From an optimization exercise on the open Yosys and OpenROAD flow, aimed at small area, a short achievable clock period and few clock cycles; shortcuts taken in it are not production practice. Where RTL was checked, it was by simulation tests only, not by an equivalence proof against the original. The flow treats the clock pin as an ideal source. Dropping or thinning the clock tree relies on that and would not hold on a real chip. Power and IR drop assume default switching activity.

==> nickel <==
==> flow/design.v <==
module MF(
	clk,
	rst_n,
	invalid,
	image_in,
	outvalid,
	image_out
);
input				clk,rst_n,invalid;
input 		[7:0]	image_in;
output	reg 		outvalid;
output	reg [7:0]	image_out;
reg			act;
reg [3:0]	row;
reg [3:0]	col;
reg			hb, hv;		 
wire last = (row == 4'd11);
wire row1_next = act & ((row == 4'd0 & col == 4'd9) | (row == 4'd1 & col != 4'd9));
always @(posedge clk or negedge rst_n) begin
	if (!rst_n) act <= 1'b0;
	else act <= (act & !last) | invalid;
end
always @(posedge clk) begin
	if (act & !last) begin
		col <= (col == 4'd9) ? 4'd0 : col + 4'd1;
		row <= (col == 4'd9) ? row + 4'd1 : row;
	end else begin
		row <= 4'd0; col <= 4'd0;
	end
end
reg			v1;
always @(posedge clk or negedge rst_n) begin
	if (!rst_n) begin
		v1 <= 1'b0; hv <= 1'b0;
	end else begin
		v1 <= act & ((row >= 4'd2) | (row == 4'd1 & col != 4'd0));
		hv <= v1;
	end
end
reg			b1;
always @(posedge clk) begin
	b1 <= (col <= 4'd1) | (row == 4'd1) | (row == 4'd10);
	hb <= b1;
end
always @(posedge clk) outvalid <= hv;
function [1:0] cmp8;
	input [7:0] a, b;
	reg [7:0] g, l;
	reg [3:0] g1, l1;
	reg [1:0] g2, l2;
	integer k;
	begin
		g = a & ~b;
		l = ~a & b;
		for (k = 0; k < 4; k = k + 1) begin
			g1[k] = g[2*k+1] | (~l[2*k+1] & g[2*k]);
			l1[k] = l[2*k+1] | (~g[2*k+1] & l[2*k]);
		end
		for (k = 0; k < 2; k = k + 1) begin
			g2[k] = g1[2*k+1] | (~l1[2*k+1] & g1[2*k]);
			l2[k] = l1[2*k+1] | (~g1[2*k+1] & l1[2*k]);
		end
		cmp8 = {g2[1] | (~l2[1] & g2[0]), l2[1] | (~g2[1] & l2[0])};
	end
endfunction
function ge8;	 
	input [7:0] a, b;
	reg [1:0] r;
	begin r = cmp8(a, b); ge8 = ~r[0]; end
endfunction
function gt8;	 
	input [7:0] a, b;
	reg [1:0] r;
	begin r = cmp8(a, b); gt8 = r[1]; end
endfunction
reg [7:0]	in_r;
reg [7:0]	lb [1:21];
reg			ab, ac, bc;
integer i;
wire [7:0] a_d = invalid ? image_in : 8'd0;
wire [7:0] c_d = row1_next ? 8'd0 : lb[19];
always @(posedge clk) begin
	in_r <= a_d;
	lb[1] <= in_r;
	for (i = 2; i <= 19; i = i + 1) lb[i] <= lb[i-1];
	lb[20] <= c_d;
	lb[21] <= lb[20];
	ab <= ge8(in_r, lb[10]);
	ac <= ge8(in_r, lb[20]);
	bc <= ge8(lb[10], lb[20]);
end
reg			c0, c1;
always @(posedge clk) begin
	c0 <= (col == 4'd0);
	c1 <= (col == 4'd1);
end
wire [7:0] a = lb[1], b = lb[11], c = lb[21];
wire [7:0] vmax = (ab & ac) ? a : (!ab & bc) ? b : c;
wire [7:0] vmin = (!ab & !ac) ? a : (ab & !bc) ? b : c;
reg [7:0] x0, x1;	 
reg [7:0] n0, n1;	 
reg [7:0] xp, np;	 
reg       gx, gn;	 
reg       hx, hn;	 
wire       psx_d = gx | c1;	 
wire [7:0] px = psx_d ? x0 : x1;
wire       hx_d = gt8(vmax, px) & !c0;	 
wire       psn_d = gn;
wire [7:0] pn = psn_d ? n0 : n1;
wire       hn_d = gt8(pn, vmin);
always @(posedge clk) begin
	x0 <= vmax; x1 <= x0; xp <= px;
	n0 <= vmin; n1 <= n0; np <= pn;
	gx <= ge8(vmax, x0); gn <= ge8(n0, vmin);
	hx <= hx_d; hn <= hn_d;
end
wire [7:0] mx = hx ? x0 : xp;
wire [7:0] mn = hb ? 8'd0 : hn ? n0 : np;
wire [8:0] sum = {1'b0, mx} + {1'b0, mn};
always @(posedge clk) image_out <= sum[8:1];
endmodule
==> flow/flow/run.sh <==
#!/bin/bash
set -euo pipefail
KNOBS="SETUP_SLACK_MARGIN=7.36"
bash standard.sh $KNOBS cts > orfs_flow_cts.log 2>&1
R=orfs/results/$FLOW_PLATFORM/MF/base
openroad -no_init -exit -threads "${NUM_CORES:-4}" flow/unroot.tcl > unroot.log 2>&1
bash standard.sh $KNOBS finish > orfs_flow_finish.log 2>&1
==> flow/flow/unroot.tcl <==
# After clock tree synthesis:
#  - then build the two remaining levels from inverters instead of buffers
#    (an inverter is about half a buffer's delay): every register still sees
#    two stages and an even number of inversions, so no register's clock
#    moves against another's.
set odb orfs/results/$::env(FLOW_PLATFORM)/MF/base/4_cts.odb
read_db $odb
set block [ord::get_db_block]
set port_net [[$block findBTerm clk] getNet]

proc out_net {inst} {
  foreach it [$inst getITerms] { if {[$it isOutputSignal]} { return [$it getNet] } }
  return "NULL"
}
proc loads {net} {
  set l {}
  if {$net eq "NULL" || $net eq ""} { return $l }
  foreach it [$net getITerms] { if {[$it isInputSignal]} { lappend l $it } }
  return $l
}

# 1. remove the root buffer
set roots {}
foreach it [$port_net getITerms] { lappend roots [$it getInst] }
if {[llength $roots] != 1} { puts "unroot: clock port drives [llength $roots] cells; left as is"; write_db $odb; exit 0 }
set root [lindex $roots 0]
set rnet [out_net $root]
set rloads [loads $rnet]
if {![string match "sky130_fd_sc_hd__clkbuf_*" [[$root getMaster] getName]] || [llength $rloads] > 4 || [llength [$rnet getBTerms]] > 0} {
  puts "unroot: root not removed"; write_db $odb; exit 0
}
foreach it $rloads { $it disconnect; $it connect $port_net }
puts "unroot: removed [$root getName]; clock port now drives [llength $rloads] buffers"
odb::dbInst_destroy $root
odb::dbNet_destroy $rnet

# 2. the tree must be port -> mid buffers -> leaf buffers -> registers
set mids {}
foreach it [$port_net getITerms] { lappend mids [$it getInst] }
set leaves {}
set ok 1
foreach m $mids {
  if {![string match "sky130_fd_sc_hd__clkbuf_*" [[$m getMaster] getName]]} { set ok 0 }
  foreach it [loads [out_net $m]] {
    set l [$it getInst]
    set ln [out_net $l]
    if {$ln eq "NULL"} continue   ;# a dummy load
    if {![string match "sky130_fd_sc_hd__clkbuf_*" [[$l getMaster] getName]]} { set ok 0; continue }
    lappend leaves $l
    foreach fit [loads $ln] {
      set f [$fit getInst]
      if {[[$f getMaster] getType] ne "CORE" || [string match "*clkbuf*" [[$f getMaster] getName]] || [[$fit getMTerm] getName] ne "CLK"} {
        if {[out_net $f] ne "NULL" && [llength [loads [out_net $f]]] > 0} { set ok 0 }
      }
    }
  }
}
if {!$ok} { puts "unroot: tree is not two buffer levels; buffers kept"; write_db $odb; exit 0 }

proc to_inv {block inst mname} {
  set m [[ord::get_db] findMaster $mname]
  set in_net ""; set o_net ""
  foreach it [$inst getITerms] {
    if {[$it isInputSignal]} { set in_net [$it getNet] }
    if {[$it isOutputSignal]} { set o_net [$it getNet] }
  }
  set name [$inst getName]
  set loc [$inst getLocation]
  odb::dbInst_destroy $inst
  set new [odb::dbInst_create $block $m ${name}_inv]
  $new setLocation [lindex $loc 0] [lindex $loc 1]
  $new setPlacementStatus PLACED
  [$new findITerm A] connect $in_net
  [$new findITerm Y] connect $o_net
}
foreach m $mids { to_inv $block $m sky130_fd_sc_hd__clkinv_16 }
foreach l $leaves { to_inv $block $l sky130_fd_sc_hd__clkinv_8 }
puts "unroot: [llength $mids] mid and [llength $leaves] leaf buffers made inverters"
detailed_placement
check_placement
write_db $odb
==> flow/standard.sh <==
#!/bin/bash
# synth_recipe.tcl (not shown) runs the flow's synth.tcl, then flattens the netlist and writes it again
# the make line also repeats each setting of config.mk as NAME=value (left out here)
make -C /OpenROAD-flow-scripts/flow DESIGN_CONFIG=/design/flow/config.mk WORK_HOME=/design/flow/orfs CLKGATE_MAP_FILE= SYNTH_SCRIPT=/design/flow/synth_recipe.tcl "${@:-finish}"
==> flow/config.mk <==
export PLATFORM = sky130hd
export DESIGN_NAME = MF
export DESIGN_NICKNAME = MF
export VERILOG_FILES = /design/flow/design.v
export SDC_FILE = /design/flow/constraint.sdc
export NUM_CORES = 4
export LEC_CHECK = 0
export ABC_AREA = 1
export CAP_MARGIN = 20
export CORE_MARGIN = 2
export CORE_UTILIZATION = 65
export CTS_BUF_LIST = sky130_fd_sc_hd__clkbuf_16
export CTS_CLUSTER_DIAMETER = 80
export CTS_CLUSTER_SIZE = 30
export SLEW_MARGIN = 20
==> flow/constraint.sdc <==
create_clock -name core_clock -period 10.0 [get_ports {clk}]
set_input_delay 2.0000 -clock core_clock [delete_from_list [all_inputs] [get_ports {clk}]]
set_output_delay 2.0000 -clock core_clock [all_outputs]
set_load 0.01 [all_outputs]
==> inputs of garnet, as changes to nickel <==
==> flow/design.v, changed modules only <==
module MF(
	clk,
	rst_n,
	invalid,
	image_in,
	outvalid,
	image_out
);
input				clk,rst_n,invalid;
input 		[7:0]	image_in;
output	reg 		outvalid;
output	reg [7:0]	image_out;
reg			act;
reg [3:0]	row;
reg [3:0]	col;
wire last = (row == 4'd11);
wire row1_next = act & ((row == 4'd0 & col == 4'd9) | (row == 4'd1 & col != 4'd9));
always @(posedge clk or negedge rst_n) begin
	if (!rst_n) act <= 1'b0;
	else act <= (act & !last) | invalid;
end
wire       step = act & !last;
wire [3:0] col_n = step ? ((col == 4'd9) ? 4'd0 : col + 4'd1) : 4'd0;
wire [3:0] row_n = step ? ((col == 4'd9) ? row + 4'd1 : row) : 4'd0;
reg        c0, c1, border;
always @(posedge clk) begin
	col <= col_n;
	row <= row_n;
	c0 <= (col_n == 4'd0);
	c1 <= (col_n == 4'd1);
	border <= (col_n <= 4'd1) | (row_n == 4'd1) | (row_n == 4'd10);
end
wire valid = act & ((row >= 4'd2) | (row == 4'd1 & col != 4'd0));
always @(posedge clk) outvalid <= valid;
function [1:0] cmp8;
	input [7:0] a, b;
	reg [7:0] g, l;
	reg [3:0] g1, l1;
	reg [1:0] g2, l2;
	integer k;
	begin
		g = a & ~b;
		l = ~a & b;
		for (k = 0; k < 4; k = k + 1) begin
			g1[k] = g[2*k+1] | (~l[2*k+1] & g[2*k]);
			l1[k] = l[2*k+1] | (~g[2*k+1] & l[2*k]);
		end
		for (k = 0; k < 2; k = k + 1) begin
			g2[k] = g1[2*k+1] | (~l1[2*k+1] & g1[2*k]);
			l2[k] = l1[2*k+1] | (~g1[2*k+1] & l1[2*k]);
		end
		cmp8 = {g2[1] | (~l2[1] & g2[0]), l2[1] | (~g2[1] & l2[0])};
	end
endfunction
function ge8;	 
	input [7:0] a, b;
	reg [1:0] r;
	begin r = cmp8(a, b); ge8 = ~r[0]; end
endfunction
function gt8;	 
	input [7:0] a, b;
	reg [1:0] r;
	begin r = cmp8(a, b); gt8 = r[1]; end
endfunction
reg [7:0]	in_r;
reg [7:0]	lb [1:20];
reg			ab, ac, bc;
integer i;
wire [7:0] a_d = invalid ? image_in : 8'd0;
wire [7:0] c_d = row1_next ? 8'd0 : lb[19];
always @(posedge clk) begin
	in_r <= a_d;
	lb[1] <= in_r;
	for (i = 2; i <= 19; i = i + 1) lb[i] <= lb[i-1];
	lb[20] <= c_d;
	ab <= invalid ? ge8(image_in, lb[9]) : lb[9] == 8'd0;
	ac <= row1_next | (invalid ? ge8(image_in, lb[19]) : lb[19] == 8'd0);
	bc <= row1_next | ge8(lb[9], lb[19]);
end
wire [7:0] a = in_r, b = lb[10], c = lb[20];
wire [7:0] vmax = (ab & ac) ? a : (!ab & bc) ? b : c;
wire [7:0] vmin = (!ab & !ac) ? a : (ab & !bc) ? b : c;
reg [7:0] x0, x1;	 
reg [7:0] n0, n1;	 
reg       gx, gn;	 
wire [7:0] px = (gx | c1) ? x0 : x1;	 
wire       hx = gt8(vmax, px) & !c0;	 
wire [7:0] pn = gn ? n0 : n1;
wire       hn = gt8(pn, vmin);
wire [7:0] mx = hx ? vmax : px;
wire [7:0] mn = border ? 8'd0 : hn ? vmin : pn;
wire [8:0] sum = {1'b0, mx} + {1'b0, mn};
always @(posedge clk) begin
	x0 <= vmax; x1 <= x0;
	n0 <= vmin; n1 <= n0;
	gx <= ge8(vmax, x0); gn <= ge8(n0, vmin);
	image_out <= sum[8:1];
end
endmodule
--- a/flow/flow/run.sh
+++ b/flow/flow/run.sh
@@ -2,3 +2,3 @@
 set -euo pipefail
-KNOBS="SETUP_SLACK_MARGIN=7.36"
+KNOBS="SETUP_SLACK_MARGIN=7.45"
 bash standard.sh $KNOBS cts > orfs_flow_cts.log 2>&1
==> flow/flow/unroot.tcl (replaced) <==
set odb orfs/results/$::env(FLOW_PLATFORM)/MF/base/4_cts.odb
read_db $odb
set block [ord::get_db_block]
set port_net [[$block findBTerm clk] getNet]
set roots {}
foreach it [$port_net getITerms] { lappend roots [$it getInst] }
if {[llength $roots] != 1} { puts "unroot: clock port drives [llength $roots] cells; left as is"; exit 0 }
set root [lindex $roots 0]
set master [[$root getMaster] getName]
if {![string match "sky130_fd_sc_hd__clkbuf_*" $master]} { puts "unroot: root is $master; left as is"; exit 0 }
set out_net ""
foreach it [$root getITerms] {
  if {[$it isOutputSignal]} { set out_net [$it getNet] }
}
set loads {}
foreach it [$out_net getITerms] {
  if {[$it getInst] ne $root} { lappend loads $it }
}
if {[llength $loads] > 4 || [llength [$out_net getBTerms]] > 0} { puts "unroot: root drives [llength $loads] pins; left as is"; exit 0 }
foreach it $loads { $it disconnect; $it connect $port_net }
puts "unroot: removed [$root getName] ($master); clock port now drives [llength $loads] buffers"
odb::dbInst_destroy $root
odb::dbNet_destroy $out_net
write_db $odb
==> run notes <==
Total power: nickel is lower than garnet (about 19%).
Setup slack: garnet is worse than nickel (0.49 ns).
In nickel the non-clock buffer count is lower than in garnet, by 30.
Against garnet, the clock skew of nickel is higher by 0.012 ns.
Sequential power: garnet is smaller than nickel (15%).
Of garnet and nickel, garnet has the higher critical path depth (gap 19).
Against nickel, the flip-flop and latch count of garnet is lower by 29.
Of nickel and garnet, nickel has the higher sequential share of layout area (gap 7.1 points).
Against garnet, the die area of nickel is larger by about 9%.
Utilization: nickel is lower than garnet (7.5 points).
==> figures <==
|  | garnet | nickel |
|---|---|---|
| Outcome | finished clean | finished clean |
| Overall die height | 108.7 um | 113.6 um |
| Global-route wire length before repair | 23,390 um | 22,140 um |
| Amount of wire on met3 after detailed routing | 828 um | 529 um |
| Final worst hold slack | 0.3341 ns | 0.3227 ns |
| Via count | 5,204 | 5,067 |
| Met2 Resource Use GR | 41.96% | 35.81% |
| Async set or reset register ratio after synthesis | 0.4425% | 1.176% |
| Post-synthesis adder-cell area fraction | 3.021% | 2.662% |
| Routed len/inst | 16.81 um | 13.55 um |
| Crit path time final | 3.121 ns | 2.635 ns |
| Num tapcells | 140 | 147 |
| Via-per-instance ratio | 5.410 | 5.123 |
| Library cell contributing the largest single delay on the critical path | sky130_fd_sc_hd__dfxtp_4 | sky130_fd_sc_hd__dfxtp_1 |
| Delay of the slowest cell on the worst path | 0.46 ns | 0.32 ns |
| Power per unit of standard cell area | 378.1 nW/um2 | 308.4 nW/um2 |
| Logic depth of the worst path, buffers included | 20 | 1 |
| Upper clock frequency limit | 320.4 MHz | 379.6 MHz |
| Non-Clock Inverter Count | 115 | 129 |
| CTS clk-pin slew, worst paths | 0.11 ns | 0.10 ns |
| Largest Pwr Group | combinational logic | registers |
Testbench counts of nickel, summed over its fixed seeds: cycles 14,592.
Only the layout flow was run in garnet; the RTL was not checked for function there.

port drivers added, routing unchanged:
The results above use ideal ports. As a check the final layouts listed here were re-extracted and re-timed, cells and wires unchanged.
Step 1 sets driving cells, clkbuf_16 on the clock port and buf_2 on the other inputs (assumed; they add their load-dependent delay and slew).
Step 2 also shifts input and output timing later by t, the mid clock arrival at the registers, as if the neighbouring blocks saw the same clock.
a / b / c = ideal ports / drivers / drivers and shift; a / b = the first two.
run	shift t [ns]	setup WS [ns]	worst setup path after step 2	worst data-port slew with drivers (ns)
nickel	0.307	7.365 / 7.247 / 7.170	input to register	0.04
garnet	0.378	6.879 / 6.879 / 6.809	input to register	0.06
After both steps setup and hold are still met in every run listed. For nickel, which loses most, drivers alone change the setup slack by -0.118 ns; drivers and shift together by -0.195 ns.
